What follows belongs to an exercise in optimizing a design on an open flow for small area, a short achievable clock period and few clock cycles; a production flow would make more cautious choices. At most, simulation tests tie the RTL to the original design; equivalence was not proved. For run 8, only the layout was checked, not whether the RTL still works. Power and IR drop assume default switching activity.

==> design/flow/design.v <==
`timescale 1ns / 1ps
module CPU_COMP(
input clk,
input rst,
output wire [15:0] imem_addr,
input [7:0] imem_data,
output wire [15:0] dmem_addr,
output wire [7:0] dmem_wdata,
output wire dmem_we,
input [7:0] dmem_rdata,
output wire done
);
reg [15:0] pc;
reg [7:0]  ir_r;
reg        r_op;              
reg        r_hil;             
reg        r_lol;             
reg        r_hij;             
reg        r_imm;             
reg        m_r;               
reg [7:0]  ir_e;
reg        e_op;
reg        e_lol;
reg        e_imm;
reg        m_e;
reg [15:0] breg;              
reg [12:1] wsel;              
reg        c_inv;             
reg        c_cin;
reg        c_x0;              
reg        c_xf;              
reg        c_we;              
reg [15:0] ac;
reg [15:0] g [1:12];
reg [12:1] gv;                
reg        z;
reg        done_r;
integer    k;
wire [3:0] op = ir_e[7:4];
wire [3:0] x  = ir_e[3:0];
wire o_ldac = e_op & (op == 4'h1);
wire o_tr   = e_op & (op == 4'h3);
wire o_ldr  = e_op & (op == 4'h4);
wire o_jp   = e_op & (op == 4'h5);
wire o_add  = e_op & (op == 4'h6);
wire o_sub  = e_op & (op == 4'h7);
wire o_inc  = e_op & (op == 4'hA);
wire o_dec  = e_op & (op == 4'hB);
wire o_shl  = e_op & (op == 4'hC);
wire o_shr  = e_op & (op == 4'hD);
wire o_clac = e_op & (op == 4'hE);
wire [15:0] xa = c_x0 ? 16'd0 : c_xf ? 16'hFFFF : ac;
wire [15:0] yb = breg ^ {16{c_inv}};
wire [15:0] sum = xa + yb + {15'd0, c_cin};
wire [15:0] xy_x = xa ^ yb;
wire sum_zero = c_xf ? (breg == 16'd1) : &xy_x;
wire sh_two = x[3] | x[2] | x[1];
wire sh_any = sh_two | x[0];
wire [15:0] shl = sh_two ? {ac[13:0], 2'b0} : {ac[14:0], 1'b0};
wire [15:0] shr = sh_two ? {2'b0, ac[15:2]} : {1'b0, ac[15:1]};
wire stall = (o_shl | o_shr) & (x[3] | x[2] | (x[1] & x[0]));    
wire wg = o_ldr | o_inc | o_dec;
wire [12:1] gw = wsel & {12{wg}};
reg [15:0] ac_d;
always @(*) begin
    if (e_lol | o_ldac) ac_d = {8'd0, dmem_rdata};
    else if (e_imm | o_tr | o_add | o_sub | o_clac | ((o_inc | o_dec) & (x == 4'd0))) ac_d = sum;
    else if (o_shl & sh_any) ac_d = shl;
    else if (o_shr & sh_any) ac_d = shr;
    else ac_d = ac;
end
wire jump = o_jp & ~z;
assign dmem_addr  = breg;
assign dmem_wdata = ac[7:0];
assign dmem_we    = c_we;
assign imem_addr  = pc;
assign done       = done_r | m_e;
wire [3:0] rop = ir_r[7:4];
wire [3:0] rx  = ir_r[3:0];
wire n_hil = r_op & (rop == 4'h0);
wire n_hij = r_op & (rop == 4'h5);
wire n_imm = r_op & ((rop == 4'h8) | (rop == 4'h9));
wire n_lol = r_hil;
wire n_op  = ~(n_hil | n_hij | n_imm | r_hil | r_hij);
wire use_g1 = (rop == 4'h2) | (rop == 4'h6) | (rop == 4'h7);
wire use_b  = (rop == 4'h1) | (rop == 4'h3) | (rop == 4'hA) | (rop == 4'hB);
wire [3:0] rsel = use_g1 ? 4'd1 : rx;
wire r_opb = r_op & (use_g1 | use_b);
wire [12:1] gsel;
genvar gi;
generate for (gi = 1; gi <= 12; gi = gi + 1) begin : gs
    assign gsel[gi] = r_opb & (rsel == gi);
end endgenerate
wire fwd_g = |(gsel & gw);             
wire [12:1] grd = gsel & gv & ~gw;
reg [15:0] b_d;
always @(*) begin
    b_d = (r_opb & (rsel == 4'd0)) ? ac_d : 16'd0;
    if (fwd_g) b_d = b_d | sum;
    for (k = 1; k <= 12; k = k + 1)
        if (grd[k]) b_d = b_d | g[k];
    if (r_imm | r_lol) b_d = {r_lol ? ir_e : 8'd0, ir_r};
end
wire r_subi = r_imm & ir_e[4];
always @(posedge clk) begin
    if (stall) ir_e[3:0] <= x - 4'd2;     
    else begin
        ir_e <= ir_r;
        ir_r <= imem_data;
    end
    for (k = 1; k <= 12; k = k + 1)
        wsel[k] <= (rx == k);
    breg <= b_d;
end
always @(posedge clk) begin
    if (rst) begin
        pc <= 16'd0;
        r_op <= 1'b0;
        r_hil <= 1'b0;
        r_lol <= 1'b0;
        r_hij <= 1'b0;
        r_imm <= 1'b0;
        m_r <= 1'b0;
        e_op <= 1'b0;
        e_lol <= 1'b0;
        e_imm <= 1'b0;
        m_e <= 1'b0;
        c_inv <= 1'b0;
        c_cin <= 1'b0;
        c_x0 <= 1'b0;
        c_xf <= 1'b0;
        c_we <= 1'b0;
        ac <= 16'd0;
        z <= 1'b0;
        gv <= 12'd0;
        done_r <= 1'b0;
    end else begin
        if (jump) pc <= {ir_r, imem_data};
        else if (!stall) pc <= pc + 16'd1;
        if (!stall) begin
            r_op  <= n_op;
            r_hil <= n_hil;
            r_lol <= n_lol;
            r_hij <= n_hij;
            r_imm <= n_imm;
            m_r   <= (pc[15:1] == 15'd166);
            e_op  <= r_op;
            e_lol <= r_lol;
            e_imm <= r_imm;
            m_e   <= m_r;
        end
        c_inv <= (r_op & (rop == 4'h7)) | r_subi;
        c_cin <= (r_op & ((rop == 4'h7) | (rop == 4'hA))) | r_subi;
        c_x0  <= r_op & ((rop == 4'h3) | (rop == 4'hA) | (rop == 4'hE));
        c_xf  <= r_op & (rop == 4'hB);
        c_we  <= r_op & ~stall & (rop == 4'h2);
        if (m_e) done_r <= 1'b1;
        ac <= ac_d;
        if (o_sub | (e_imm & c_inv) | o_dec) z <= sum_zero;
        gv <= gv | gw;
    end
end
always @(posedge clk) begin
    for (k = 1; k <= 12; k = k + 1)
        if (gw[k]) g[k] <= sum;
end
endmodule
==> design/flow/run.sh <==
#!/bin/bash
# synth_recipe.tcl (not shown) runs the flow's synth.tcl, then flattens the netlist and writes it again
# the make line also repeats each setting of config.mk as NAME=value (left out here)
make -C /OpenROAD-flow-scripts/flow DESIGN_CONFIG=/design/flow/config.mk WORK_HOME=/design/flow/orfs CLKGATE_MAP_FILE= SYNTH_SCRIPT=/design/flow/synth_recipe.tcl finish
==> design/flow/config.mk <==
export PLATFORM = sky130hd
export DESIGN_NAME = CPU_COMP
export DESIGN_NICKNAME = CPU_COMP
export VERILOG_FILES = /design/flow/design.v
export SDC_FILE = /design/flow/constraint.sdc
export NUM_CORES = 4
export LEC_CHECK = 0
export CAP_MARGIN = 20
export CORE_MARGIN = 2
export CORE_UTILIZATION = 40
export SETUP_SLACK_MARGIN = 5
export SLEW_MARGIN = 20
==> design/flow/constraint.sdc <==
create_clock -name core_clock -period 8.0 [get_ports {clk}]
set_input_delay 1.6000 -clock core_clock [delete_from_list [all_inputs] [get_ports {clk}]]
set_output_delay 1.6000 -clock core_clock [all_outputs]
set_load 0.01 [all_outputs]
==> impl_metrics.yaml, run 1 <==
worst_setup_path:
  critPathArrivalTime_ps: 3420
  crit_required_ps: 8440
  crit_path_end_kind: "flop"
  cp_slowest_cell: "fa_2"
  worst-setup-path-type: "reg2reg"
  cp_top_family: "adder cells"
  crit_path_cell_trace: "buf_12 -> xor2_4 -> inv_2 -> fa_2 -> fa_2 -> nor2b_4 -> o31ai_4 -> a211o_1 -> nand3b_1 -> xor2_4 -> mux2_4 -> nand2_1 -> a21oi_1"
  start_kind: "flop"
  cpPeakStageDelay_ps: 410
  rrSetupSlack_ps: 5020
  cp_max_fo: 4
  critical_path_buf_inv_count: 2
clock_tree:
  htreeDepth: 2
  cts_buffers: 34
  cts_hold_buf: 0
  cts.sink_count: 297
  clock_path_buffers: 3
  clk_pin_slew_ps: 60
  clockRootBuffer: "clkbuf_16"
  clock_latency_ps: 530
  tritoncts: "yes"
place:
  dpl.hpwl_mm: 25.1
  gp_congestion: 0.884
  numPortBuffers: 59
  place_inst: 1613
  pre_cts_ws_ps: 3930
final_layout:
  nNetsFinal: 1282
  area_growth_pct: 23.1
  drive_gt1_share_pct: 19.1
  diodes: 0
  fin_cells: 1712
  fillers: 2929
synthesis:
  yosys.area.top_type: "edfxtp_1"
  ys_top_cells_by_area: "edfxtp_1 (47%), dfxtp_1 (14%), nor2_1 (3.5%)"
  synth_edf_count: 205
  yosysSeqAreaShare_pct: 60.5
  yosysMostFrequentCell: "edfxtp_1"
  synth_nets: 1199
  synthAdderAreaFrac_pct: 1.91
  synthTopCellsByCount: "edfxtp_1 (205), nor2_1 (123), nand2_1 (97)"
  synth_top_family_by_area: "compound AO/OA/AOI/OAI gates"
  syn_inst: 1162
  ys.warnings.count: 2
  avgSynthCellArea_um2: 11.4
  synth_ff_type: "edfxtp_1"
  synth_mux_area_share_pct: 0.417
  synth_top_area_share_pct: 46.6
  yosys.area_share.xor_xnor_pct: 2.45
  synth-async-reset-ratio_pct: 0
  synth-simple-area-share_pct: 14.7
  synth.distinct_cells: 72
  synth_seq_cells: 297
  synth-compound-area-share_pct: 16.9
  syn_area_mm2: 0.0132
timing:
  setup_viol: 0
  worst_pin_slew_ps: 1150
  rsz0062_at_grt: "yes"
  final.setup.worst_slack_ps: 5020
  relSlewSlack_pct: 23.5
  min_period_ps: 2980
  post-route-period-util_pct: 37.2
  max_freq_mhz: 336
  finalMaxSlewViolations: 0
  final.setup.tns_ps: 0
  final_hold_viol_count: 0
  fin_worst_skew_ps: 26.7
  whs_ps: 452
grt:
  grt_pass1_wl_mm: 60.4
  grt_pass1_vias: 9759
  antenna_found_initial: 2
  grt-ovfl-total: 0
  grt_usage_pct: 23.3
  grt_max_degree: 59
routing:
  ant_nets: 0
  wl_per_cell_um: 23.6
  vias_per_cell: 5.99
  firstDrtPassIters: 7
  num_vias: 10300
  wl_mm: 40.5
  drtIter0Drc: 1238
  drc: 0
power_and_ir_drop:
  leakagePower_nw: 5.74
  ir_drop_mv: 0.154
  power_mw: 3.35
  power.density_mw_per_mm2: 206
die:
  die_y_um: 186
  die_w_um: 186
  num_rows: 66
  start_util_pct: 40.6
  core-area_mm2: 0.0325
  die_area_mm2: 0.0345
  io_pins: 60
job:
  cap_viol_max_count: 0
status:
  status: "no timing/DRC/antenna violations"
worst_hold_path:
  holdCritPathClass: "reg2reg"
sequential cells by signal, indices dropped and copies added, names as in the netlist, 8 cells and up:
| signal | count |
|---|---|
| g | 192 |
| ac | 16 |
| breg | 16 |
| pc | 16 |
| gv | 12 |
| wsel | 12 |
| ir_e | 8 |
| ir_r | 8 |
metal layers:
metal  vias to the layer above  wire length, um  GRT usage (%)  share of wire (%)
li1                       4599                -              -                  -
met1                      5106            17700           34.0                 44
met2                       472            18500           36.0                 46
met3                        80             3170           3.33                7.8
met4                         2             1080           7.12                2.7
met5                         -               11              0              0.027
through the flow:
| stage | util (%) | instance area (um^2) |
|---|---|---|
| 2_1_floorplan | - | 13300 |
| 3_3_place_gp | 44.2 | 14400 |
| 3_5_place_dp | 44.2 | 14400 |
| 4_1_cts | 48.9 | 15900 |
| 5_1_grt | 50.0 | 16300 |
| 6_report | 50.0 | 16300 |
logic make-up after synthesis:
logic type                 Yosys count
adders and majority gates           19
and+or+nand+nor                    399
DFF                                297
muxes                                5
AOI/OAI and AO/OA                  308
buffers and inverters               97
xor gates and xnor gates            37
final cells by class:
type | instances | area (um^2) | area share (%)
Sequential cell | 297 | 8050 | 49.5
Timing Repair Buffer | 124 | 1120 | 6.91
Multi-Input combinational cell | 769 | 5450 | 33.5
Inverter | 19 | 73.8 | 0.454
Clock inverter | 16 | 123 | 0.754
Clock buffer | 45 | 902 | 5.55
Tap cell | 442 | 553 | 3.40
worst paths after layout:
check             start       end  cells past startpoint
hold reg to reg     m_r       m_r                      2
setup / recovery  c_inv  breg[10]                     13
setup reg to reg  c_inv  breg[10]                     13
hold / removal      m_r       m_r                      2
cell usage in the layout (no fill, tap or decap), types with 7 or more instances in the layout:
master and n:
nor2b_1 10, buf_4 54, and2_1 9, clkbuf_16 34
nand3_1 33, o21ai_0 25, and3_1 8, buf_12 7
xor2_1 21, nor3_1 24, or2_2 7, nand2_1 97
nor4_1 9, dfxtp_2 27, or3_1 8, nand2b_1 13
inv_1 17, a2111oi_4 8, clkbuf_1 10, a211oi_1 15
a21oi_1 66, a22oi_1 43, dlygate4sd2_1 41, edfxtp_1 205
o211ai_1 13, dfxtp_1 61, clkdlybuf4s50_1 16, nand4_1 17
a221oi_1 23, ha_1 10, nor2_1 121, a22o_1 26
report_power, final:
group	switching, mW	internal [mW]
Combinational	0.125	0.0782
Sequential	0.0335	1.67
Clock	0.616	0.831
repair_timing:
item | 4_1_cts | 5_1_grt
endpoints found under the setup margin | 310 | 47
setup buffers | 28 | 9
resized for setup | 132 | 47
gates cloned | 1 | 0
endpoints found under the hold margin | 0 | 0
pin swaps | 20 | 22
worst register-to-register path: stages, from the launching register on:
cell and delay (ps):
dfxtp_2 340, buf_12 120, xor2_4 150, inv_2 50, fa_2 380, fa_2 410, nor2b_4 180, o31ai_4 100
a211o_1 320, nand3b_1 200, xor2_4 240, mux2_4 190, nand2_1 50, a21oi_1 160
Testbench counts, summed over its fixed seeds: cycles 179,256.
==> inputs of run 2 (changes only) <==
--- a/design/flow/config.mk
+++ b/design/flow/config.mk
@@ -7,6 +7,7 @@
 export LEC_CHECK = 0
 export CAP_MARGIN = 20
 export CORE_MARGIN = 2
-export CORE_UTILIZATION = 40
-export SETUP_SLACK_MARGIN = 5
+export CORE_UTILIZATION = 50
+export CTS_BUF_LIST = sky130_fd_sc_hd__clkbuf_4 sky130_fd_sc_hd__clkbuf_8
+export SETUP_SLACK_MARGIN = 4.6
 export SLEW_MARGIN = 20
==> run 2 against run 1 <==
  * Still clean
  * Sequential share of layout area grew 2.0 points
  * Combinational power down 9%
  * Critical path depth decreased by 12
  * Synthesized cell count did not move
  * Power decreased by 4.2%
  * Cell count shrank 5.1%
  * Critical path type is now reg2out
  * Critical endpoint is now imem_addr[10]
  * Highest routed layer is now met4
==> impl_metrics.yaml, run 2 <==
worst_setup_path:
  critPathArrivalTime_ps: 1670
  start_kind: "flop"
  worst-setup-path-type: "reg2out"
  cp_max_fo: 9
  crit_path_end_kind: "output port"
  crit_required_ps: 6400
  crit_cells: 1
  cp_slowest_cell: "clkdlybuf4s50_1"
  critical_path_buf_inv_count: 1
  reg2reg_depth: 7
  crit_path_cell_trace: "clkdlybuf4s50_1"
  cpPeakStageDelay_ps: 600
  cp_top_family: "buffers and inverters"
grt:
  busiest_layer: "met2"
  grt_pass1_wl_mm: 60.0
  met2_usage_pct: 44.9
  grt_pass1_vias: 9813
  grt-ovfl-total: 0
  antenna_found_initial: 0
  grt_usage_pct: 28.2
  met1_usage_pct: 39.5
  grt_util_met3_pct: 5.23
  grt_max_degree: 59
synthesis:
  syn_area_mm2: 0.0132
  ys_top_cells_by_area: "edfxtp_1 (47%), dfxtp_1 (14%), nor2_1 (3.5%)"
  synth_nets: 1199
  synth.distinct_cells: 72
  synthTopCellsByCount: "edfxtp_1 (205), nor2_1 (123), nand2_1 (97)"
  synth-async-reset-ratio_pct: 0
  synth_ff_type: "edfxtp_1"
  synth_edf_count: 205
  syn_inst: 1162
  yosysSeqAreaShare_pct: 60.5
  ys.warnings.count: 2
  yosys.area.top_type: "edfxtp_1"
  synth_seq_cells: 297
  yosysMostFrequentCell: "edfxtp_1"
  avgSynthCellArea_um2: 11.4
  synth_top_area_share_pct: 46.6
final_layout:
  final_core_util_pct: 60.0
  final_cell_mix: "edfxtp_1 (205), nor2_1 (122), nand2_1 (97)"
  mostFrequentLayoutCell: "edfxtp_1"
  regMostFlops: "g"
  multi_input_area_mm2: 0.00505
  fin_cells: 1625
  fillers: 2170
  nNetsFinal: 1286
  regArea_mm2: 0.00801
  drive_gt1_share_pct: 14.7
  diodes: 0
  largest_reg_flops: 192
  area_growth_pct: 17.9
  fin_area_mm2: 0.0156
place:
  place_area_mm2: 0.0142
  dpl.hpwl_mm: 25.2
  pre_cts_ws_ps: 3600
  place_inst: 1510
  numPortBuffers: 59
  gp_congestion: 0.903
timing:
  worst_pin_slew_ps: 1140
  relSlewSlack_pct: 23.9
  setup_viol: 0
  max_freq_mhz: 306
  final_hold_viol_count: 0
  fin_worst_skew_ps: 26.0
  rsz0062_at_grt: "no"
  final.setup.worst_slack_ps: 4730
  min_period_ps: 3270
  final.setup.tns_ps: 0
  finalMaxSlewViolations: 0
  post-route-period-util_pct: 40.8
clock_tree:
  clock_path_buffers: 3
  clk_pin_slew_ps: 60
  clockRootBuffer: "clkbuf_8"
  htreeDepth: 2
  cts_hold_buf: 0
  cts_buffers: 49
  tritoncts: "yes"
  clock_latency_ps: 590
  cts.sink_count: 297
die:
  io_pins: 60
  die_area_mm2: 0.0277
  die_w_um: 167
  core-area_mm2: 0.0260
  num_rows: 59
  die_y_um: 167
  start_util_pct: 50.8
routing:
  wl_mm: 39.8
  drtIter0Drc: 1119
  vias_per_cell: 6.27
  ant_nets: 0
  num_vias: 10200
  drc: 0
  firstDrtPassIters: 7
  wl_per_cell_um: 24.5
power_and_ir_drop:
  leakagePower_nw: 5.44
  ir_drop_mv: 0.119
  power.density_mw_per_mm2: 206
worst_hold_path:
  holdCritPathClass: "reg2reg"
  hold_path_depth: 2
job:
  cap_viol_max_count: 0
status:
  status: "no timing/DRC/antenna violations"
-- run 2: changes by cell type in the layout (fill, tap and decap cells not counted), moves of 7 or more --
cell	delta
clkinv_1	+11
ha_1	+7
clkdlybuf4s50_1	+42
dlygate4sd2_1	-41
clkbuf_16	-34
clkbuf_8	+55
clkbuf_1	-10
clkbuf_4	+13
dfxtp_2	-25
dfxtp_1	+26
-- run 2: cell families after synthesis --
| family | after synthesis | synth area share [%] |
|---|---|---|
| fa+ha+maj | 19 | 1.91 |
| buf+inv | 97 | 3.12 |
| compound gates | 308 | 16.9 |
| simple gates | 399 | 14.7 |
| flops | 297 | 60.5 |
| xor+xnor | 37 | 2.45 |
| mux | 5 | 0.417 |
-- run 2: layer usage --
| metal | wire [um] | part of all wire, % | vias up |
|---|---|---|---|
| met3 | 3270 | 8.2 | 78 |
| met4 | 1150 | 2.9 | 0 |
| met1 | 16900 | 42 | 5001 |
| li1 | - | - | 4622 |
| met5 | 0 | 0 | - |
| met2 | 18500 | 47 | 492 |
-- run 2: cell type report --
type                    count  area share [%]
clock buffers              69            5.57
multi-input cells         769            32.4
clock inverters            23           0.763
flip-flops and latches    297            51.4
well taps                 335            2.69
inverters                  19           0.458
repair buffers            113            6.67
-- run 2: worst paths after layout --
check | startpoint | to | slack, ps
min reg2reg | m_e | m_e | 450
min | m_e | m_e | 450
max | pc[10] | imem_addr[10] | 4730
max reg2reg | ir_r[7] | breg[11] | 4760
-- run 2: where the power goes --
part / switching, mW / total, mW / internal (mW)
Sequential: 0.0350 / 1.70 / 1.67
Combinational: 0.116 / 0.185 / 0.0698
Clock: 0.614 / 1.32 / 0.708
-- run 2: per-stage QoR --
stage | power, mW | hold slack, ps
floorplan | 1.82 | 424
global placement | 1.90 | 439
detailed placement | 1.90 | 451
CTS | 3.22 | 458
global route | 3.32 | 476
finish | 3.21 | 454
-- run 2: what timing repair did --
| action | in CTS | in global routing |
|---|---|---|
| pin swaps | 3 | 3 |
| resized for setup | 18 | 13 |
| buffers inserted | 8 | 13 |
| endpoints found under the setup margin | 136 | 40 |
| gates cloned | 1 | 0 |
==> inputs of run 3 (changes only) <==
--- a/design/flow/config.mk
+++ b/design/flow/config.mk
@@ -7,7 +7,7 @@
 export LEC_CHECK = 0
 export CAP_MARGIN = 20
 export CORE_MARGIN = 2
-export CORE_UTILIZATION = 50
+export CORE_UTILIZATION = 65
 export CTS_BUF_LIST = sky130_fd_sc_hd__clkbuf_4 sky130_fd_sc_hd__clkbuf_8
-export SETUP_SLACK_MARGIN = 4.6
+export SETUP_SLACK_MARGIN = 5
 export SLEW_MARGIN = 20
==> run 3 against run 2 <==
  * Critical endpoint is now breg[10]
  * Combinational power is 6% higher
  * Maximum frequency up 6.9%
  * Cell count shrank 3.7%
  * Power grew 0.33%
  * Critical path type is now reg2reg
  * Sequential cell count stayed put
  * Clock power about the same
==> impl_metrics.yaml, run 3 <==
grt:
  grt_pass1_vias: 9974
  antenna_found_initial: 0
  grt_usage_pct: 35.6
  grt-ovfl-total: 0
  grt_pass1_wl_mm: 57.7
  grt_max_degree: 59
synthesis:
  synth_ff_type: "edfxtp_1"
  synthTopCellsByCount: "edfxtp_1 (205), nor2_1 (123), nand2_1 (97)"
  synth-async-reset-ratio_pct: 0
  yosysMostFrequentCell: "edfxtp_1"
  synth_seq_cells: 297
  avgSynthCellArea_um2: 11.4
  yosys.area.top_type: "edfxtp_1"
  synth_top_area_share_pct: 46.6
  syn_inst: 1162
  yosysSeqAreaShare_pct: 60.5
  synth_nets: 1199
  syn_area_mm2: 0.0132
  ys.warnings.count: 2
  ys_top_cells_by_area: "edfxtp_1 (47%), dfxtp_1 (14%), nor2_1 (3.5%)"
  synth.distinct_cells: 72
  synth_edf_count: 205
worst_setup_path:
  crit_path_end_kind: "flop"
  cp_top_family: "compound AO/OA/AOI/OAI gates"
  crit_path_cell_trace: "or4b_4 -> a21boi_4 -> clkbuf_16 -> a211oi_4 -> buf_6 -> a22o_1 -> a221oi_1 -> nand3_1 -> a2111oi_4 -> a21oi_2"
  rrSetupSlack_ps: 4950
  timing.rr.start: "ir_e[5]"
  start_kind: "flop"
  critical_path_buf_inv_count: 2
  reg2reg_depth: 10
  cpPeakStageDelay_ps: 580
  crit_required_ps: 8460
  rr_endpoint: "breg[10]"
  cp_slowest_cell: "or4b_4"
  cp_max_fo: 11
  worst-setup-path-type: "reg2reg"
  critPathArrivalTime_ps: 3510
final_layout:
  area_growth_pct: 20.9
  nNetsFinal: 1294
  regMostFlops: "g"
  largest_reg_flops: 192
  drive_gt1_share_pct: 21.9
  fillers: 1247
  mostFrequentLayoutCell: "edfxtp_1"
  final_cell_mix: "edfxtp_1 (205), nor2_1 (119), nand2_1 (96)"
  diodes: 0
worst_hold_path:
  min-delay-start: "m_e"
  holdCritPathClass: "reg2reg"
  hold_path_depth: 2
  holdPathEnd: "m_e"
place:
  dpl.hpwl_mm: 23.6
  numPortBuffers: 59
  gp_congestion: 0.959
  pre_cts_ws_ps: 3850
routing:
  firstDrtPassIters: 6
  num_vias: 10500
  drtIter0Drc: 1482
  vias_per_cell: 6.70
  wl_mm: 39.1
  ant_nets: 0
  drc: 0
  wl_per_cell_um: 25.0
timing:
  final.setup.tns_ps: 0
  relSlewSlack_pct: 19.5
  min_period_ps: 3050
  rsz0062_at_grt: "yes"
  setup_viol: 0
  fin_worst_skew_ps: 21.5
  final.setup.worst_slack_ps: 4950
  finalMaxSlewViolations: 0
  worst_pin_slew_ps: 1210
  post-route-period-util_pct: 38.2
  max_freq_mhz: 327
  final_hold_viol_count: 0
die:
  core-area_mm2: 0.0201
  num_rows: 52
  start_util_pct: 65.7
  die_w_um: 147
  io_pins: 60
  die_y_um: 147
  die_area_mm2: 0.0215
clock_tree:
  clockRootBuffer: "clkbuf_8"
  clock_latency_ps: 580
  tritoncts: "yes"
  clock_path_buffers: 3
  clk_pin_slew_ps: 70
  cts.sink_count: 297
  cts_buffers: 46
  cts_hold_buf: 0
  htreeDepth: 2
status:
  status: "no timing/DRC/antenna violations"
power_and_ir_drop:
  ir_drop_mv: 0.187
  power.density_mw_per_mm2: 202
  leakagePower_nw: 5.75
job:
  cap_viol_max_count: 0
## run 3: cell types whose count changed in the layout (fill, tap and decap cells not counted), moves of 8 or more
cell and delta:
dlygate4sd2_1 +41, dfxtp_2 +23, clkdlybuf4s50_1 -42, ha_1 -8, clkbuf_8 -8, a21oi_1 -8
clkinv_1 -10, dfxtp_1 -26, clkbuf_4 +9
## run 3: cell type report
class | instances | area (um^2) | area share, %
multi-input cells | 769 | 5420 | 33.9
flip-flops and latches | 297 | 8050 | 50.4
clock inverters | 16 | 140 | 0.877
clock buffers | 70 | 826 | 5.17
repair buffers | 124 | 1130 | 7.07
well taps | 270 | 338 | 2.11
inverters | 19 | 71.3 | 0.446
## run 3: routing by layer
metal / global-route usage (%) / share of wire, % / vias up
met5: 0 / 0 / -
met2: 56.7 / 47 / 748
met1: 48.6 / 37 / 5005
li1: - / - / 4628
met3: 8.31 / 12 / 107
met4: 12.7 / 3.7 / 0
## run 3: kinds of logic after synthesis
| logic type | after synthesis | synth area share (%) |
|---|---|---|
| AOI/OAI and AO/OA | 308 | 16.9 |
| xor gates and xnor gates | 37 | 2.45 |
| and+or+nand+nor | 399 | 14.7 |
| muxes | 5 | 0.417 |
| buffers and inverters | 97 | 3.12 |
| adders and majority gates | 19 | 1.91 |
| DFF | 297 | 60.5 |
## run 3: worst max path at each step
| stage | end | slack, ps | from | cells past startpoint |
|---|---|---|---|---|
| 3_5_place_dp | breg[9] | 3850 | ir_e[7] | 7 |
| 5_1_grt | breg[14] | 4890 | c_inv | 12 |
| 2_1_floorplan | breg[14] | 5020 | c_xf | 13 |
| 6_report | breg[10] | 4950 | ir_e[5] | 10 |
| 3_3_place_gp | breg[6] | 4000 | c_inv | 12 |
| 4_1_cts | breg[9] | 4930 | c_xf | 13 |
## run 3: worst min-delay path: stages, from the launching register on
cell and delay, ps:
dfxtp_1 310, nand2_1 50, a21oi_1 50
## run 3: per-stage QoR
step / power (mW) / instance area, um^2 / cells / utilization, % / hold slack (ps)
6_report: 3.22 / 16000 / 1565 / 79.5 / 450
5_1_grt: 3.30 / 16000 / 1565 / 79.5 / 498
4_1_cts: 3.20 / 15500 / 1550 / 77.3 / 451
3_5_place_dp: 1.90 / 14200 / 1440 / 70.4 / 444
3_3_place_gp: 1.90 / 14200 / 1440 / 70.4 / 440
2_1_floorplan: 1.83 / 13300 / 1162 / - / 424
## run 3: power by group
part | switching (mW) | internal [mW]
Sequential | 0.0320 | 1.67
Combinational | 0.123 | 0.0736
Clock | 0.593 | 0.731
Total | 0.748 | 2.47
## run 3: timing repair
item,in CTS,in global routing
gates resized for setup,124,58
setup buffers,23,12
pin swaps,13,27
gates cloned,1,1
setup endpoints to repair,380,44
==> inputs of run 4 (changes only) <==
--- a/design/flow/config.mk
+++ b/design/flow/config.mk
@@ -7,7 +7,7 @@
 export LEC_CHECK = 0
 export CAP_MARGIN = 20
 export CORE_MARGIN = 2
-export CORE_UTILIZATION = 65
+export CORE_UTILIZATION = 50
 export CTS_BUF_LIST = sky130_fd_sc_hd__clkbuf_4 sky130_fd_sc_hd__clkbuf_8
 export SETUP_SLACK_MARGIN = 5
 export SLEW_MARGIN = 20
==> run 4 against run 3 <==
  * Still clean on timing, DRC and antenna
  * Routed wire length grew 4.4%
  * Power is 1.8% higher
  * Clock power increased by 4%
  * Setup slack improved by 81 ps
  * Design area increased by 1.2%
  * Non-clock buffer count grew 19
  * Sequential share of layout area decreased by 0.58 points
  * First-iteration DRC count is 25% lower
  * Area after synthesis unchanged
  * Count of clock-buffer cells in the layout shrank 6
  * Hold slack gained 2.8 ps
  * Register-to-register slack improved by 80 ps
==> impl_metrics.yaml, run 4 <==
synthesis:
  synth_seq_cells: 297
  synth_ff_type: "edfxtp_1"
  synth_nets: 1199
  syn_inst: 1162
  yosysSeqAreaShare_pct: 60.5
  syn_area_mm2: 0.0132
  ys_top_cells_by_area: "edfxtp_1 (47%), dfxtp_1 (14%), nor2_1 (3.5%)"
  yosys.area.top_type: "edfxtp_1"
  yosysMostFrequentCell: "edfxtp_1"
  synth-async-reset-ratio_pct: 0
  avgSynthCellArea_um2: 11.4
  synth.distinct_cells: 72
  ys.warnings.count: 2
  synthTopCellsByCount: "edfxtp_1 (205), nor2_1 (123), nand2_1 (97)"
  synth_top_area_share_pct: 46.6
  synth_edf_count: 205
final_layout:
  largest_reg_flops: 192
  fin_area_mm2: 0.0162
  final_cell_mix: "edfxtp_1 (205), nor2_1 (119), nand2_1 (97)"
  fillers: 2146
  regMostFlops: "g"
  drive_gt1_share_pct: 21.9
  multi_input_area_mm2: 0.00536
  nNetsFinal: 1316
  mostFrequentLayoutCell: "edfxtp_1"
  diodes: 0
  area_growth_pct: 22.3
  regArea_mm2: 0.00805
die:
  start_util_pct: 50.8
  die_w_um: 167
  die_y_um: 167
  core-area_mm2: 0.0260
  die_area_mm2: 0.0277
  io_pins: 60
  num_rows: 59
routing:
  vias_per_cell: 6.30
  num_vias: 10400
  wl_per_cell_um: 24.7
  wl_mm: 40.8
  drtIter0Drc: 1116
  ant_nets: 0
  firstDrtPassIters: 6
  drc: 0
clock_tree:
  clk_pin_slew_ps: 60
  tritoncts: "yes"
  clock_path_buffers: 3
  cts.sink_count: 297
  cts_buffers: 49
  htreeDepth: 2
  clock_latency_ps: 580
  clockRootBuffer: "clkbuf_8"
grt:
  grt-ovfl-total: 0
  grt_pass1_wl_mm: 60.4
  grt_max_degree: 59
  antenna_found_initial: 1
  grt_usage_pct: 28.4
  grt_pass1_vias: 9836
status:
  status: "no timing/DRC/antenna violations"
timing:
  fin_worst_skew_ps: 31.7
  relSlewSlack_pct: 25.9
  final.setup.tns_ps: 0
  finalMaxSlewViolations: 0
  worst_pin_slew_ps: 1110
  rsz0062_at_grt: "yes"
  final_hold_viol_count: 0
  setup_viol: 0
  post-route-period-util_pct: 37.2
  min_period_ps: 2970
  max_freq_mhz: 336
place:
  dpl.hpwl_mm: 25.2
  place_area_mm2: 0.0143
  numPortBuffers: 59
  gp_congestion: 0.932
worst_setup_path:
  timing.rr.start: "ir_e[7]"
  crit_end: "breg[9]"
  cp_max_fo: 16
  reg2reg_depth: 10
  start_kind: "flop"
  crit_start: "ir_e[7]"
  worst-setup-path-type: "reg2reg"
  crit_path_end_kind: "flop"
  rrSetupSlack_ps: 5030
  crit_required_ps: 8450
  critPathArrivalTime_ps: 3420
  rr_endpoint: "breg[9]"
power_and_ir_drop:
  pwr-share-comb_pct: 6.2
  power.internal_mw: 2.51
  swShare_pct: 23.6
  power_frac_seq_pct: 51.8
  p_clk_share_pct: 41.9
  p_switching_uw: 774
  leakagePower_nw: 5.85
  power_mw: 3.28
  ir_drop_mv: 0.219
  power.density_mw_per_mm2: 203
job:
  cap_viol_max_count: 0
worst_hold_path:
  holdCritPathClass: "reg2reg"
run 4: cell counts after synthesis:
Identical to the previous run, type by type.
run 4: how the worst min path moves through the flow:
stage / start / endpoint / slack (ps) / cells after the start
after floorplan: ir_r[6] / ir_e[6] / 420 / 0
after global placement: m_e / m_e / 440 / 2
after detailed placement: m_e / m_e / 450 / 2
after CTS: m_e / m_e / 460 / 2
after global routing: m_e / m_e / 480 / 2
final: m_e / m_e / 450 / 2
run 4: routing by layer:
metal	global-route usage [%]	up-vias	wire length, um
li1	-	4684	-
met2	44.6	562	18700
met1	40.3	5080	17200
met4	9.97	0	1270
met3	4.78	94	3660
met5	0	-	0
run 4: kinds of logic after synthesis:
logic type               after synthesis  synth area share [%]
multiplexers                           5                 0.417
XOR/XNOR                              37                  2.45
AND/OR/NAND/NOR                      399                  14.7
adder cells (fa/ha/maj)               19                  1.91
AO/OA/AOI/OAI                        308                  16.9
buffers and inverters                 97                  3.12
flip-flops                           297                  60.5
run 4: per-stage QoR:
| step | util (%) | hold slack, ps | cells | worst slack (ps) |
|---|---|---|---|---|
| global placement | 54.9 | 441 | 1507 | 3980 |
| floorplan | - | 424 | 1162 | 5020 |
| CTS | 60.4 | 456 | 1624 | 4990 |
| global route | 62.2 | 478 | 1655 | 4930 |
| detailed placement | 55.0 | 447 | 1509 | 3850 |
| finish | 62.2 | 453 | 1655 | 5030 |
run 4: layout make-up:
type                    instances  area share, %
clock buffers                  64           4.95
multi-input cells             769           33.1
clock inverters                28           1.35
inverters                      19          0.441
repair buffers                143           7.70
flip-flops and latches        297           49.8
well taps                     335           2.59
run 4: power by group through the flow:
stage | sequential (mW) | clock, mW | combinational (mW)
final | 1.70 | 1.37 | 0.205
after global routing | 1.70 | 1.46 | 0.219
after CTS | 1.70 | 1.40 | 0.181
after detailed placement | 1.74 | 0 | 0.166
after global placement | 1.74 | 0 | 0.164
after floorplan | 1.72 | 0 | 0.111
run 4: timing repair:
action,in CTS,in global routing
endpoints found under the setup margin,330,50
pin swaps,17,22
gates cloned,1,0
gates resized for setup,129,39
buffers inserted,22,30
hold buffers,0,0
hold endpoints to repair,0,0
run 4: critical path: stages, from the launching register on:
cell and delay, ps:
edfxtp_1 390, or4b_4 600, a21boi_4 200, buf_12 200
a2111oi_2 90, buf_4 250, a22o_1 250, a221oi_1 230
nand3_1 170, a2111oi_1 350, a21oi_1 130
==> inputs of run 5 (changes only) <==
--- a/design/flow/config.mk
+++ b/design/flow/config.mk
@@ -8,6 +8,8 @@
 export CAP_MARGIN = 20
 export CORE_MARGIN = 2
 export CORE_UTILIZATION = 50
-export CTS_BUF_LIST = sky130_fd_sc_hd__clkbuf_4 sky130_fd_sc_hd__clkbuf_8
+export CTS_BUF_LIST = sky130_fd_sc_hd__clkbuf_8 sky130_fd_sc_hd__clkbuf_16
+export CTS_CLUSTER_DIAMETER = 100
+export CTS_CLUSTER_SIZE = 30
 export SETUP_SLACK_MARGIN = 5
 export SLEW_MARGIN = 20
==> run 5 against run 4 <==
  * Non-clock buffer count is 8 lower
  * Critical path depth is 2 higher
  * Design area is 3.1% lower
  * Synthesized cell count stayed put
  * Global-route usage is 0.43 points lower
  * Area after synthesis stayed put
  * Power is 15% lower
  * Sequential cell count stayed put
  * Maximum frequency is 2.6% lower
  * Count of clock-buffer cells in the layout is 50 lower
==> impl_metrics.yaml, run 5 <==
worst_setup_path:
  cp_max_fo: 4
  start_kind: "flop"
  cpPeakStageDelay_ps: 430
  crit_path_cell_trace: "xor2_4 -> inv_2 -> fa_2 -> fa_2 -> nor2b_4 -> o31ai_2 -> a211o_1 -> a31oi_4 -> xnor2_2 -> o21a_2 -> a2bb2oi_2 -> o21ai_1"
  critPathArrivalTime_ps: 3500
  cp_slowest_cell: "dfxtp_4"
  worst-setup-path-type: "reg2reg"
  critical_path_buf_inv_count: 1
  crit_path_end_kind: "flop"
  cp_top_family: "compound AO/OA/AOI/OAI gates"
  crit_path_frequent_cell: "fa_2"
  crit_required_ps: 8440
synthesis:
  ys_top_cells_by_area: "edfxtp_1 (47%), dfxtp_1 (14%), nor2_1 (3.5%)"
  synth_ff_type: "edfxtp_1"
  synth_nets: 1199
  synth.distinct_cells: 72
  yosysSeqAreaShare_pct: 60.5
  ys.warnings.count: 2
  syn_area_mm2: 0.0132
  synth-async-reset-ratio_pct: 0
  yosysMostFrequentCell: "edfxtp_1"
  synthTopCellsByCount: "edfxtp_1 (205), nor2_1 (123), nand2_1 (97)"
  synth_seq_cells: 297
  synth_edf_count: 205
  synth_top_area_share_pct: 46.6
  syn_inst: 1162
  yosys.area.top_type: "edfxtp_1"
  avgSynthCellArea_um2: 11.4
clock_tree:
  cts_hold_buf: 0
  cts.sink_count: 297
  clockRootBuffer: "clkbuf_16"
  clk_pin_slew_ps: 120
  clock_path_buffers: 3
  tritoncts: "yes"
  cts_buffers: 14
  htreeDepth: 1
  clock_latency_ps: 520
final_layout:
  final_core_util_pct: 60.3
  mostFrequentLayoutCell: "edfxtp_1"
  regMostFlops: "g"
  drive_gt1_share_pct: 19.1
  final_cell_mix: "edfxtp_1 (205), nor2_1 (119), nand2_1 (97)"
  largest_reg_flops: 192
  area_growth_pct: 18.5
  diodes: 0
  nNetsFinal: 1273
die:
  start_util_pct: 50.8
  die_y_um: 167
  core-area_mm2: 0.0260
  die_area_mm2: 0.0277
  io_pins: 60
  die_w_um: 167
  num_rows: 59
timing:
  whs_ps: 461
  setup_viol: 0
  fin_worst_skew_ps: 23.6
  final.setup.tns_ps: 0
  final.setup.worst_slack_ps: 4950
  min_period_ps: 3050
  final_hold_viol_count: 0
  relSlewSlack_pct: 26.8
  finalMaxSlewViolations: 0
  worst_pin_slew_ps: 1100
  rsz0062_at_grt: "yes"
  max_freq_mhz: 328
  post-route-period-util_pct: 38.2
worst_hold_path:
  holdCritPathClass: "reg2reg"
place:
  numPortBuffers: 59
  gp_congestion: 0.932
  pre_cts_ws_ps: 3850
  dpl.hpwl_mm: 25.2
routing:
  drc: 0
  wl_per_cell_um: 25.5
  num_vias: 10100
  wl_mm: 40.3
  ant_nets: 0
  vias_per_cell: 6.38
  firstDrtPassIters: 5
  drtIter0Drc: 1169
job:
  cap_viol_max_count: 0
grt:
  grt-ovfl-total: 0
  grt_usage_pct: 28.0
  grt_pass1_wl_mm: 59.5
  grt_max_degree: 59
  grt_pass1_vias: 9533
  antenna_found_initial: 1
power_and_ir_drop:
  power.density_mw_per_mm2: 179
  ir_drop_mv: 0.175
  leakagePower_nw: 5.58
status:
  status: "no timing/DRC/antenna violations"
[run 5: cell counts after synthesis]
No cell type changed its count.
[run 5: where the power goes]
group / internal [mW] / switching (mW)
logic: 0.0762 / 0.124
registers: 1.66 / 0.0316
clock network: 0.401 / 0.502
[run 5: layer usage]
layer,vias up,track usage [%],wire length [um]
met5,-,0,0
met4,0,7.57,1030
li1,4555,-,-
met3,67,3.07,2950
met2,445,45.0,18800
met1,5009,40.8,17500
[run 5: tightest hold or removal path, delay by kind of cell (launching register included)]
family,cells,cell delay (ps)
AO/OA/AOI/OAI,1,50
flip-flops,1,320
AND/OR/NAND/NOR,1,50
[run 5: through the flow]
stage	total power, mW	instances	cell area (um^2)
4_1_cts	2.80	1559	15300
2_1_floorplan	1.83	1162	13300
5_1_grt	2.88	1579	15700
6_report	2.80	1579	15700
3_5_place_dp	1.90	1509	14300
3_3_place_gp	1.90	1507	14300
[run 5: layout make-up]
cell class,instances,area (um^2)
tap,335,419
inverter,19,71.3
multi-input combinational,769,5400
clock buffer,14,350
fill,2169,10300
timing repair buffer,135,1210
sequential,297,8090
clock inverter,10,124
[run 5: path summary, 6_finish.rpt]
path	from	end	slack [ps]	depth (start not counted)
worst min-delay path	m_e	m_e	460	2
worst max-delay path	c_inv	breg[12]	4950	12
worst max register to register	c_inv	breg[12]	4950	12
worst min register to register	m_e	m_e	460	2
[run 5: logic make-up (layout without fill, tap and decap cells)]
| group | Yosys count | in the layout | synth area share, % |
|---|---|---|---|
| mux | 5 | 5 | 0.417 |
| buf+inv | 97 | 178 | 3.12 |
| xor+xnor | 37 | 37 | 2.45 |
| fa+ha+maj | 19 | 19 | 1.91 |
| simple gates | 399 | 399 | 14.7 |
| flops | 297 | 297 | 60.5 |
| compound gates | 308 | 309 | 16.9 |
[run 5: repair_timing]
| action | 4_1_cts | 5_1_grt |
|---|---|---|
| pin swaps | 18 | 19 |
| endpoints found under the setup margin | 338 | 61 |
| resized for setup | 149 | 49 |
| buffers inserted | 24 | 19 |
| endpoints found under the hold margin | 0 | 0 |
| cloned | 2 | 0 |
==> inputs of run 6 (changes only) <==
==> design/flow/flow/run.sh (new file) <==
#!/bin/bash
set -euo pipefail
sed 's/SETUP_SLACK_MARGIN=[0-9.]*/SETUP_SLACK_MARGIN=5.4/' standard.sh > standard_margin.sh
bash standard_margin.sh > standard.log 2>&1
==> design/flow/standard.sh (new file) <==
#!/bin/bash
# synth_recipe.tcl (not shown) runs the flow's synth.tcl, then flattens the netlist and writes it again
# the make line also repeats each setting of config.mk as NAME=value (left out here)
make -C /OpenROAD-flow-scripts/flow DESIGN_CONFIG=/design/flow/config.mk WORK_HOME=/design/flow/orfs CLKGATE_MAP_FILE= SYNTH_SCRIPT=/design/flow/synth_recipe.tcl "${@:-finish}"
removed: design/flow/run.sh
==> run 6 against run 5 <==
  * Register-to-register slack barely moved
  * Count of clock-buffer cells in the layout rose by 1
  * Design area rose by 12%
  * Clock skew rose by 8.3 ps
  * Non-clock buffer count rose by 114
==> impl_metrics.yaml, run 6 <==
worst_setup_path:
  cpPeakStageDelay_ps: 420
  crit_required_ps: 8420
  crit_path_cell_trace: "nor2_2 -> or2_4 -> fa_2 -> fa_2 -> nor2b_4 -> o31ai_4 -> a211o_1 -> a31oi_2 -> xnor2_2 -> o21a_2 -> a2bb2oi_2 -> o21ai_1"
  critPathArrivalTime_ps: 3480
  rr_endpoint: "breg[12]"
  cp_top_family: "compound AO/OA/AOI/OAI gates"
  timing.rr.start: "c_xf"
  crit_path_frequent_cell: "fa_2"
  cp_slowest_cell: "fa_2"
  cp_max_fo: 3
  rrSetupSlack_ps: 4940
  reg2reg_depth: 12
  crit_path_end_kind: "flop"
  critical_path_buf_inv_count: 0
  worst-setup-path-type: "reg2reg"
  start_kind: "flop"
die:
  die_y_um: 167
  die_w_um: 167
  io_pins: 60
  die_area_mm2: 0.0277
  start_util_pct: 50.8
  core-area_mm2: 0.0260
  num_rows: 59
synthesis:
  synth.distinct_cells: 72
  synth_top_area_share_pct: 46.6
  yosys.area.top_type: "edfxtp_1"
  synth-async-reset-ratio_pct: 0
  ys_top_cells_by_area: "edfxtp_1 (47%), dfxtp_1 (14%), nor2_1 (3.5%)"
  synth_nets: 1199
  synth_seq_cells: 297
  synthTopCellsByCount: "edfxtp_1 (205), nor2_1 (123), nand2_1 (97)"
  synth_ff_type: "edfxtp_1"
  yosysSeqAreaShare_pct: 60.5
  avgSynthCellArea_um2: 11.4
  synth_edf_count: 205
  yosysMostFrequentCell: "edfxtp_1"
  syn_inst: 1162
  ys.warnings.count: 2
  syn_area_mm2: 0.0132
timing:
  setup_viol: 0
  max_freq_mhz: 327
  worst_pin_slew_ps: 887
  fin_worst_skew_ps: 31.9
  final_hold_viol_count: 0
  relSlewSlack_pct: 40.8
  final.setup.tns_ps: 0
  post-route-period-util_pct: 38.3
  min_period_ps: 3060
  finalMaxSlewViolations: 0
  rsz0062_at_grt: "yes"
routing:
  drc: 0
  wl_per_cell_um: 25.9
  wl_mm: 43.8
  vias_per_cell: 6.32
  ant_nets: 0
  firstDrtPassIters: 5
  drtIter0Drc: 1341
  num_vias: 10700
clock_tree:
  clk_pin_slew_ps: 120
  cts_hold_buf: 0
  tritoncts: "yes"
  clock_latency_ps: 520
  clockRootBuffer: "clkbuf_16"
  htreeDepth: 1
  cts_buffers: 14
  cts.sink_count: 297
  clock_path_buffers: 3
power_and_ir_drop:
  p_clk_share_pct: 31.0
  ir_drop_mv: 0.142
  power_frac_seq_pct: 59.6
  power.internal_mw: 2.16
  power.density_mw_per_mm2: 162
  power_mw: 2.84
  pwr-share-comb_pct: 9.4
  leakagePower_nw: 6.26
  p_switching_uw: 671
  swShare_pct: 23.7
place:
  numPortBuffers: 59
  dpl.hpwl_mm: 24.8
  gp_congestion: 0.888
  place_inst: 1503
  place_area_mm2: 0.0144
grt:
  grt_usage_pct: 30.6
  antenna_found_initial: 2
  grt_pass1_vias: 10300
  grt_max_degree: 59
  grt-ovfl-total: 0
  grt_pass1_wl_mm: 64.3
final_layout:
  regMostFlops: "g"
  area_growth_pct: 32.5
  fin_cells: 1694
  final_cell_mix: "edfxtp_1 (205), buf_4 (130), nor2_1 (112)"
  nNetsFinal: 1388
  drive_gt1_share_pct: 34.9
  fin_area_mm2: 0.0175
  diodes: 0
  largest_reg_flops: 192
  mostFrequentLayoutCell: "edfxtp_1"
  fillers: 1951
  final_core_util_pct: 67.4
worst_hold_path:
  holdCritPathClass: "reg2reg"
  hold_path_depth: 2
  holdPathEnd: "m_e"
  min-delay-start: "m_e"
job:
  cap_viol_max_count: 0
status:
  status: "no timing/DRC/antenna violations"
[run 6: cell counts after synthesis]
No cell type changed its count.
[run 6: logic make-up after synthesis]
kind of cell | after synthesis | share of synthesized area [%]
AND/OR/NAND/NOR | 399 | 14.7
AO/OA/AOI/OAI | 308 | 16.9
adder cells (fa/ha/maj) | 19 | 1.91
multiplexers | 5 | 0.417
XOR/XNOR | 37 | 2.45
buffers and inverters | 97 | 3.12
flip-flops | 297 | 60.5
[run 6: worst max path at each step]
stage,from,to,slack [ps],depth (start not counted)
final,c_xf,breg[12],4940,12
after global routing,c_xf,ac[10],4870,11
after CTS,c_inv,breg[14],4990,11
after detailed placement,ir_e[4],breg[9],4080,7
after global placement,c_inv,breg[12],4130,12
after floorplan,c_xf,breg[10],5230,12
[run 6: power groups by stage]
stage	sequential [mW]	clock, mW	combinational, mW
final	1.69	0.880	0.266
after global routing	1.69	0.939	0.283
after CTS	1.69	0.891	0.231
after detailed placement	1.74	0	0.167
after global placement	1.74	0	0.166
after floorplan	1.72	0	0.117
[run 6: tightest hold or removal path: cells and delay by family (launching register included)]
| family | cells | cell delay (ps) |
|---|---|---|
| DFF | 1 | 330 |
| and+or+nand+nor | 1 | 50 |
| AOI/OAI and AO/OA | 1 | 50 |
[run 6: layer usage]
metal | track usage (%) | routed length [um] | part of all wire, %
met4 | 10.0 | 1550 | 3.5
met1 | 42.4 | 18200 | 42
met5 | 0 | 26 | 0.059
met2 | 48.3 | 20300 | 46
met3 | 6.70 | 3660 | 8.4
[run 6: layout make-up]
type / instances / area, um^2 / share of cell area (%)
flip-flops and latches: 297 / 8130 / 46.5
multi-input cells: 769 / 5980 / 34.2
repair buffers: 249 / 2420 / 13.8
well taps: 335 / 419 / 2.39
clock buffers: 15 / 375 / 2.14
inverters: 19 / 86.3 / 0.493
clock inverters: 9 / 83.8 / 0.479
repair inverters: 1 / 7.51 / 0.0429
[run 6: timing repair]
action	in CTS	in global routing
pin swaps	69	54
setup endpoints to repair	464	321
buffers inserted	112	42
cloned	11	2
gates resized for setup	403	105
[run 6: stage by stage]
step | hold slack (ps) | setup slack (ps)
2_1_floorplan | 424 | 5230
3_3_place_gp | 442 | 4130
3_5_place_dp | 444 | 4080
4_1_cts | 459 | 4990
5_1_grt | 487 | 4870
6_report | 457 | 4940
==> inputs of run 7 (changes only) <==
==> design/flow/run.sh (new file) <==
#!/bin/bash
# synth_recipe.tcl (not shown) runs the flow's synth.tcl, then flattens the netlist and writes it again
# the make line also repeats each setting of config.mk as NAME=value (left out here)
make -C /OpenROAD-flow-scripts/flow DESIGN_CONFIG=/design/flow/config.mk WORK_HOME=/design/flow/orfs CLKGATE_MAP_FILE= SYNTH_SCRIPT=/design/flow/synth_recipe.tcl finish
--- a/design/flow/config.mk
+++ b/design/flow/config.mk
@@ -9,7 +9,7 @@
 export CORE_MARGIN = 2
 export CORE_UTILIZATION = 50
 export CTS_BUF_LIST = sky130_fd_sc_hd__clkbuf_8 sky130_fd_sc_hd__clkbuf_16
-export CTS_CLUSTER_DIAMETER = 100
-export CTS_CLUSTER_SIZE = 30
+export CTS_CLUSTER_DIAMETER = 80
+export CTS_CLUSTER_SIZE = 22
 export SETUP_SLACK_MARGIN = 5
 export SLEW_MARGIN = 20
removed: design/flow/flow/run.sh
removed: design/flow/standard.sh
==> run 7 against run 6 <==
  * Highest routed layer is now met4
  * Still clean
  * Largest power group unchanged
  * Design area decreased by 10%
  * Sequential share of layout area increased by 4.8 points
  * Maximum frequency increased by 2.0%
==> impl_metrics.yaml, run 7 <==
clock_tree:
  clk_pin_slew_ps: 100
  cts_buffers: 18
  cts.sink_count: 297
  tritoncts: "yes"
  clock_latency_ps: 530
  cts_hold_buf: 0
  htreeDepth: 1
  clockRootBuffer: "clkbuf_16"
  clock_path_buffers: 3
status:
  status: "no timing/DRC/antenna violations"
final_layout:
  regMostFlops: "g"
  final_cell_mix: "edfxtp_1 (205), nor2_1 (119), nand2_1 (97)"
  nNetsFinal: 1279
  mostFrequentLayoutCell: "edfxtp_1"
  largest_reg_flops: 192
  diodes: 0
  fin_cells: 1589
  drive_gt1_share_pct: 19.1
  area_growth_pct: 19.1
job:
  cap_viol_max_count: 0
routing:
  met1_length_mm: 17.3
  vias_per_cell: 6.39
  wl_mm: 40.6
  num_vias: 10100
  wl_per_cell_um: 25.6
  dr_wl_met3_mm: 3.33
  ant_nets: 0
  firstDrtPassIters: 5
  drc: 0
  drtIter0Drc: 1166
  route.met2.wl_mm: 18.9
  highest_layer: "met4"
synthesis:
  avgSynthCellArea_um2: 11.4
  ys_top_cells_by_area: "edfxtp_1 (47%), dfxtp_1 (14%), nor2_1 (3.5%)"
  syn_inst: 1162
  synth_edf_count: 205
  synth_nets: 1199
  yosys.area.top_type: "edfxtp_1"
  synth-async-reset-ratio_pct: 0
  synthTopCellsByCount: "edfxtp_1 (205), nor2_1 (123), nand2_1 (97)"
  synth_top_area_share_pct: 46.6
  syn_area_mm2: 0.0132
  yosysMostFrequentCell: "edfxtp_1"
  ys.warnings.count: 2
  synth_seq_cells: 297
  synth.distinct_cells: 72
  yosysSeqAreaShare_pct: 60.5
  synth_ff_type: "edfxtp_1"
timing:
  max_freq_mhz: 333
  worst_pin_slew_ps: 1130
  fin_worst_skew_ps: 21.8
  final.setup.worst_slack_ps: 5000
  post-route-period-util_pct: 37.5
  relSlewSlack_pct: 24.7
  final_hold_viol_count: 0
  setup_viol: 0
  min_period_ps: 3000
  finalMaxSlewViolations: 0
  final.setup.tns_ps: 0
  rsz0062_at_grt: "yes"
grt:
  grt-ovfl-total: 0
  grt_pass1_wl_mm: 59.6
  grt_usage_pct: 28.0
  grt_pass1_vias: 9595
  antenna_found_initial: 1
  grt_max_degree: 59
power_and_ir_drop:
  power.density_mw_per_mm2: 182
  swShare_pct: 23.8
  p_switching_uw: 680
  power_frac_seq_pct: 59.4
  leakagePower_nw: 5.63
  ir_drop_mv: 0.185
  power.internal_mw: 2.18
  pwr-share-comb_pct: 7.0
  p_clk_share_pct: 33.6
worst_setup_path:
  cp_top_family: "compound AO/OA/AOI/OAI gates"
  cp_max_fo: 8
  crit_path_frequent_cell: "a21oi_1"
  rrSetupSlack_ps: 5000
  crit_path_cell_trace: "or4b_4 -> a21boi_4 -> buf_12 -> a2111oi_4 -> clkbuf_8 -> a22o_1 -> a221oi_1 -> nand4_1 -> a21oi_1 -> a21oi_1"
  crit_path_end_kind: "flop"
  cp_slowest_cell: "or4b_4"
  cpPeakStageDelay_ps: 570
  crit_required_ps: 8400
  start_kind: "flop"
  worst-setup-path-type: "reg2reg"
  critical_path_buf_inv_count: 2
  critPathArrivalTime_ps: 3410
place:
  numPortBuffers: 59
  pre_cts_ws_ps: 3850
  gp_congestion: 0.932
  place_inst: 1509
  dpl.hpwl_mm: 25.2
die:
  io_pins: 60
  core-area_mm2: 0.0260
  num_rows: 59
  die_area_mm2: 0.0277
  die_w_um: 167
  start_util_pct: 50.8
  die_y_um: 167
worst_hold_path:
  holdCritPathClass: "reg2reg"
[run 7: cell counts after synthesis]
Identical to the previous run, type by type.
[run 7: cell type report]
| type | instances | area, um^2 |
|---|---|---|
| clock inverter | 13 | 87.6 |
| fill | 2171 | 10300 |
| clock buffer | 19 | 464 |
| sequential | 297 | 8070 |
| tap | 335 | 419 |
| inverter | 19 | 71.3 |
| multi-input combinational | 769 | 5410 |
| timing repair buffer | 137 | 1210 |
[run 7: what timing repair did]
action | CTS | global route
endpoints found under the setup margin | 338 | 60
pin swaps | 18 | 28
gates cloned | 1 | 2
setup buffers | 22 | 23
resized for setup | 140 | 43
[run 7: worst paths after layout]
check / from / endpoint / cells after the start
min: m_e / m_e / 2
max reg2reg: ir_e[5] / breg[0] / 10
max: ir_e[5] / breg[0] / 10
min reg2reg: m_e / m_e / 2
[run 7: cell families after synthesis]
kind of cell	synth area share [%]
flip-flops	60.5
AND/OR/NAND/NOR	14.7
adder cells (fa/ha/maj)	1.91
XOR/XNOR	2.45
AO/OA/AOI/OAI	16.9
buffers and inverters	3.12
multiplexers	0.417
[run 7: routing by layer]
layer	vias to the layer above	global-route usage [%]
met4	0	8.13
met2	463	44.8
li1	4578	-
met3	69	3.94
met1	5037	40.1
met5	-	0
[run 7: worst register-to-register path: stages, from the launching register on]
cell	delay [ps]
edfxtp_1	410
or4b_4	570
a21boi_4	250
buf_12	180
a2111oi_4	120
clkbuf_8	210
a22o_1	260
a221oi_1	350
nand4_1	210
a21oi_1	210
a21oi_1	110
[run 7: through the flow]
stage | util (%) | instance area (um^2) | power [mW] | hold slack (ps)
2_1_floorplan | - | 13300 | 1.83 | 424
3_3_place_gp | 54.9 | 14300 | 1.90 | 441
3_5_place_dp | 55.0 | 14300 | 1.90 | 447
4_1_cts | 58.8 | 15300 | 2.86 | 460
5_1_grt | 60.5 | 15700 | 2.95 | 483
6_report | 60.5 | 15700 | 2.86 | 458
[run 7: power by group through the flow]
stage	Sequential, mW	Combinational [mW]	Clock [mW]
floorplan	1.72	0.111	0
global placement	1.74	0.164	0
detailed placement	1.74	0.166	0
CTS	1.70	0.182	0.981
global route	1.70	0.215	1.03
finish	1.70	0.201	0.960
==> inputs of run 8 (changes only) <==
--- a/design/flow/design.v
+++ b/design/flow/design.v
@@ -32,7 +32,6 @@
 reg        c_we;              
 reg [15:0] ac;
 reg [15:0] g [1:12];
-reg [12:1] gv;                
 reg        z;
 reg        done_r;
 integer    k;
@@ -92,7 +91,7 @@
     assign gsel[gi] = r_opb & (rsel == gi);
 end endgenerate
 wire fwd_g = |(gsel & gw);             
-wire [12:1] grd = gsel & gv & ~gw;
+wire [12:1] grd = gsel & ~gw;
 reg [15:0] b_d;
 always @(*) begin
     b_d = (r_opb & (rsel == 4'd0)) ? ac_d : 16'd0;
@@ -132,7 +131,6 @@
         c_we <= 1'b0;
         ac <= 16'd0;
         z <= 1'b0;
-        gv <= 12'd0;
         done_r <= 1'b0;
     end else begin
         if (jump) pc <= {ir_r, imem_data};
@@ -157,11 +155,11 @@
         if (m_e) done_r <= 1'b1;
         ac <= ac_d;
         if (o_sub | (e_imm & c_inv) | o_dec) z <= sum_zero;
-        gv <= gv | gw;
     end
 end
+wire [15:0] gdata = sum & {16{~rst}};
 always @(posedge clk) begin
     for (k = 1; k <= 12; k = k + 1)
-        if (gw[k]) g[k] <= sum;
+        if (gw[k] | rst) g[k] <= gdata;
 end
 endmodule
==> run 8 against run 7 <==
  * Still clean
  * Sequential cell count down 12
  * Register-to-register slack worse by 70 ps
  * Maximum frequency down 2.2%
  * Critical endpoint is now breg[14]
  * Largest cell class unchanged
==> impl_metrics.yaml, run 8 <==
status:
  status: "no timing/DRC/antenna violations"
die:
  die_y_um: 164
  die_area_mm2: 0.0270
  io_pins: 60
  core-area_mm2: 0.0253
  start_util_pct: 51.0
  num_rows: 58
  die_w_um: 164
job:
  cap_viol_max_count: 0
timing:
  rsz0062_at_grt: "yes"
  fin_worst_skew_ps: 28.1
  worst_pin_slew_ps: 1100
  setup_viol: 0
  finalMaxSlewViolations: 0
  relSlewSlack_pct: 26.6
  post-route-period-util_pct: 38.4
  final.setup.tns_ps: 0
  max_freq_mhz: 326
  final_hold_viol_count: 0
  min_period_ps: 3070
routing:
  wl_per_cell_um: 25.0
  firstDrtPassIters: 7
  ant_nets: 0
  drtIter0Drc: 1216
  drc: 0
  vias_per_cell: 6.35
  num_vias: 9785
  wl_mm: 38.5
power_and_ir_drop:
  power.density_mw_per_mm2: 199
  ir_drop_mv: 0.200
  leakagePower_nw: 5.63
worst_setup_path:
  worst-setup-path-type: "reg2reg"
  rrSetupSlack_ps: 4930
  reg2reg_depth: 15
  timing.rr.start: "c_inv"
  critPathArrivalTime_ps: 3460
  crit_start: "c_inv"
  rr_endpoint: "breg[14]"
  crit_path_end_kind: "flop"
  crit_required_ps: 8390
  cp_max_fo: 9
  start_kind: "flop"
  crit_end: "breg[14]"
synthesis:
  synth_ff_type: "edfxtp_1"
  synth_edf_count: 205
  yosys.area.top_type: "edfxtp_1"
  synth.distinct_cells: 72
  synth-async-reset-ratio_pct: 0
  yosysMostFrequentCell: "edfxtp_1"
  yosysSeqAreaShare_pct: 60.3
  synth_seq_cells: 285
  avgSynthCellArea_um2: 11.4
  synthAdderAreaFrac_pct: 1.96
  synth_top_family_by_area: "compound AO/OA/AOI/OAI gates"
  ys_top_cells_by_area: "edfxtp_1 (48%), dfxtp_1 (12%), nor2_1 (3.8%)"
  synth-compound-area-share_pct: 16.5
  yosys.area_share.xor_xnor_pct: 2.52
  synth-simple-area-share_pct: 14.3
  synthTopCellsByCount: "edfxtp_1 (205), nor2_1 (131), nand2_1 (116)"
  synth_mux_area_share_pct: 1.29
  syn_inst: 1126
  synth_nets: 1163
  syn_area_mm2: 0.0129
  synth_top_area_share_pct: 47.8
  ys.warnings.count: 2
final_layout:
  regMostFlops: "g"
  final_core_util_pct: 60.3
  drive_gt1_share_pct: 19.3
  area_growth_pct: 18.3
  nNetsFinal: 1236
  largest_reg_flops: 192
  final_cell_mix: "edfxtp_1 (205), nor2_1 (119), nand2_1 (104)"
  mostFrequentLayoutCell: "edfxtp_1"
  fin_cells: 1541
  diodes: 0
grt:
  grt_pass1_vias: 9173
  grt_pass1_wl_mm: 57.4
  grt_usage_pct: 28.5
  grt_max_degree: 55
  antenna_found_initial: 0
  grt-ovfl-total: 0
clock_tree:
  clock_path_buffers: 3
  htreeDepth: 1
  clockRootBuffer: "clkbuf_16"
  cts_buffers: 18
  clock_latency_ps: 530
  tritoncts: "yes"
  clk_pin_slew_ps: 100
  cts.sink_count: 285
  cts_hold_buf: 0
place:
  dpl.hpwl_mm: 25.5
  gp_congestion: 0.917
  place_inst: 1464
  numPortBuffers: 59
worst_hold_path:
  holdCritPathClass: "reg2reg"
[run 8: cell types whose count changed after synthesis, moves of 9 or more]
cell / previous run / this run
a21oi_1: 73 / 54
a222oi_1: 5 / 15
a22o_1: 26 / 13
and3_1: 8 / 17
dfxtp_1: 92 / 80
mux2i_1: 1 / 11
nand2_1: 97 / 116
[run 8: per-layer routing]
metal | up-vias | wire, um | GRT usage (%)
li1 | 4418 | - | -
met1 | 4873 | 16600 | 40.9
met2 | 416 | 17800 | 44.8
met3 | 78 | 2620 | 3.16
met4 | 0 | 1430 | 10.6
met5 | - | 0 | 0
[run 8: worst max-delay path, cell delays in order, from the launching register on]
cell and delay [ps]:
dfxtp_2 340, buf_12 140, xor2_2 160, inv_1 70, fa_2 370, fa_2 380
nor2b_4 130, o2111ai_2 160, a21oi_2 190, buf_4 150, o31ai_4 70, a311oi_2 280
buf_4 180, nor2_1 60, a21oi_2 140, o211ai_1 100
[run 8: logic make-up (layout without fill, tap and decap cells)]
family / count (synthesis) / count (layout)
simple gates: 398 / 398
compound gates: 279 / 280
flops: 285 / 285
buf+inv: 94 / 178
xor+xnor: 37 / 37
mux: 14 / 14
fa+ha+maj: 19 / 19
[run 8: timing repair]
action | CTS | global route
gates resized for setup | 148 | 37
hold endpoints to repair | 0 | 0
gates cloned | 2 | 1
pin swaps | 16 | 19
setup endpoints to repair | 438 | 152
setup buffers | 27 | 15
[run 8: metrics by stage]
step	power [mW]	setup WS [ps]	hold WS (ps)	area (um^2)
final	3.03	4930	464	15200
after global routing	3.12	4800	499	15200
after CTS	3.02	4920	461	14900
after detailed placement	2.07	4010	444	13800
after floorplan	1.94	5000	421	12900
after global placement	2.07	4030	438	13800
[run 8: how the worst min path moves through the flow]
stage | start | to | slack, ps | depth (start not counted)
6_report | m_r | m_r | 460 | 2
2_1_floorplan | ir_r[7] | ir_e[7] | 420 | 0
4_1_cts | m_r | m_r | 460 | 2
5_1_grt | m_r | m_r | 500 | 2
3_3_place_gp | m_e | m_e | 440 | 2
3_5_place_dp | m_e | m_e | 440 | 2
[run 8: area by class of cell]
class / count / area (um^2)
Fill cell: 2108 / 10000
Clock inverter: 14 / 100
Inverter: 21 / 82.6
Multi-Input combinational cell: 748 / 5200
Sequential cell: 285 / 7840
Timing Repair inverter: 1 / 7.51
Clock buffer: 18 / 450
Timing Repair Buffer: 124 / 1130
Tap cell: 330 / 413
[run 8: report_power, final]
group	internal (mW)	switching, mW
logic	0.112	0.205
clock network	0.428	0.514
registers	1.70	0.0640

==> separate check: timing with driven ports <==
The results above use ideal ports. As a check the final layouts listed here were re-extracted and re-timed, cells and wires unchanged.
Step 1 sets driving cells, clkbuf_16 on the clock port and buf_2 on the other inputs (assumed; they add their load-dependent delay and slew).
Step 2 adds t to the input delays and takes it off the output delays; t is the mean of the earliest and latest rising clock arrival at the registers after step 1. Input paths then give back, and output paths get back, about the clock's delay inside the block.
a / b / c = ideal / step 1 / step 2; a / b = the first two.
run	t, ns	slack for setup (ns)	worst hold slack (ns)
run 1	0.564	5.021 / 5.006 / 4.957	0.452 / 0.452 / 0.452
run 2	0.622	4.735 / 4.688 / 4.758	0.454 / 0.454 / 0.454
run 3	0.612	4.946 / 4.946 / 4.946	0.450 / 0.450 / 0.450
run 4	0.615	5.027 / 4.989 / 5.013	0.453 / 0.453 / 0.453
run 5	0.559	4.947 / 4.947 / 4.947	0.461 / 0.461 / 0.461
run 6	0.556	4.939 / 4.939 / 4.939	0.457 / 0.457 / 0.457
run 7	0.566	4.999 / 4.999 / 4.999	0.458 / 0.458 / 0.458
run 8	0.563	4.930 / 4.930 / 4.571	0.464 / 0.464 / 0.464
After both steps every run listed still meets setup and hold. For run 8, which loses most, drivers alone change the setup slack by 0.000 ns; drivers and shift together by -0.359 ns.
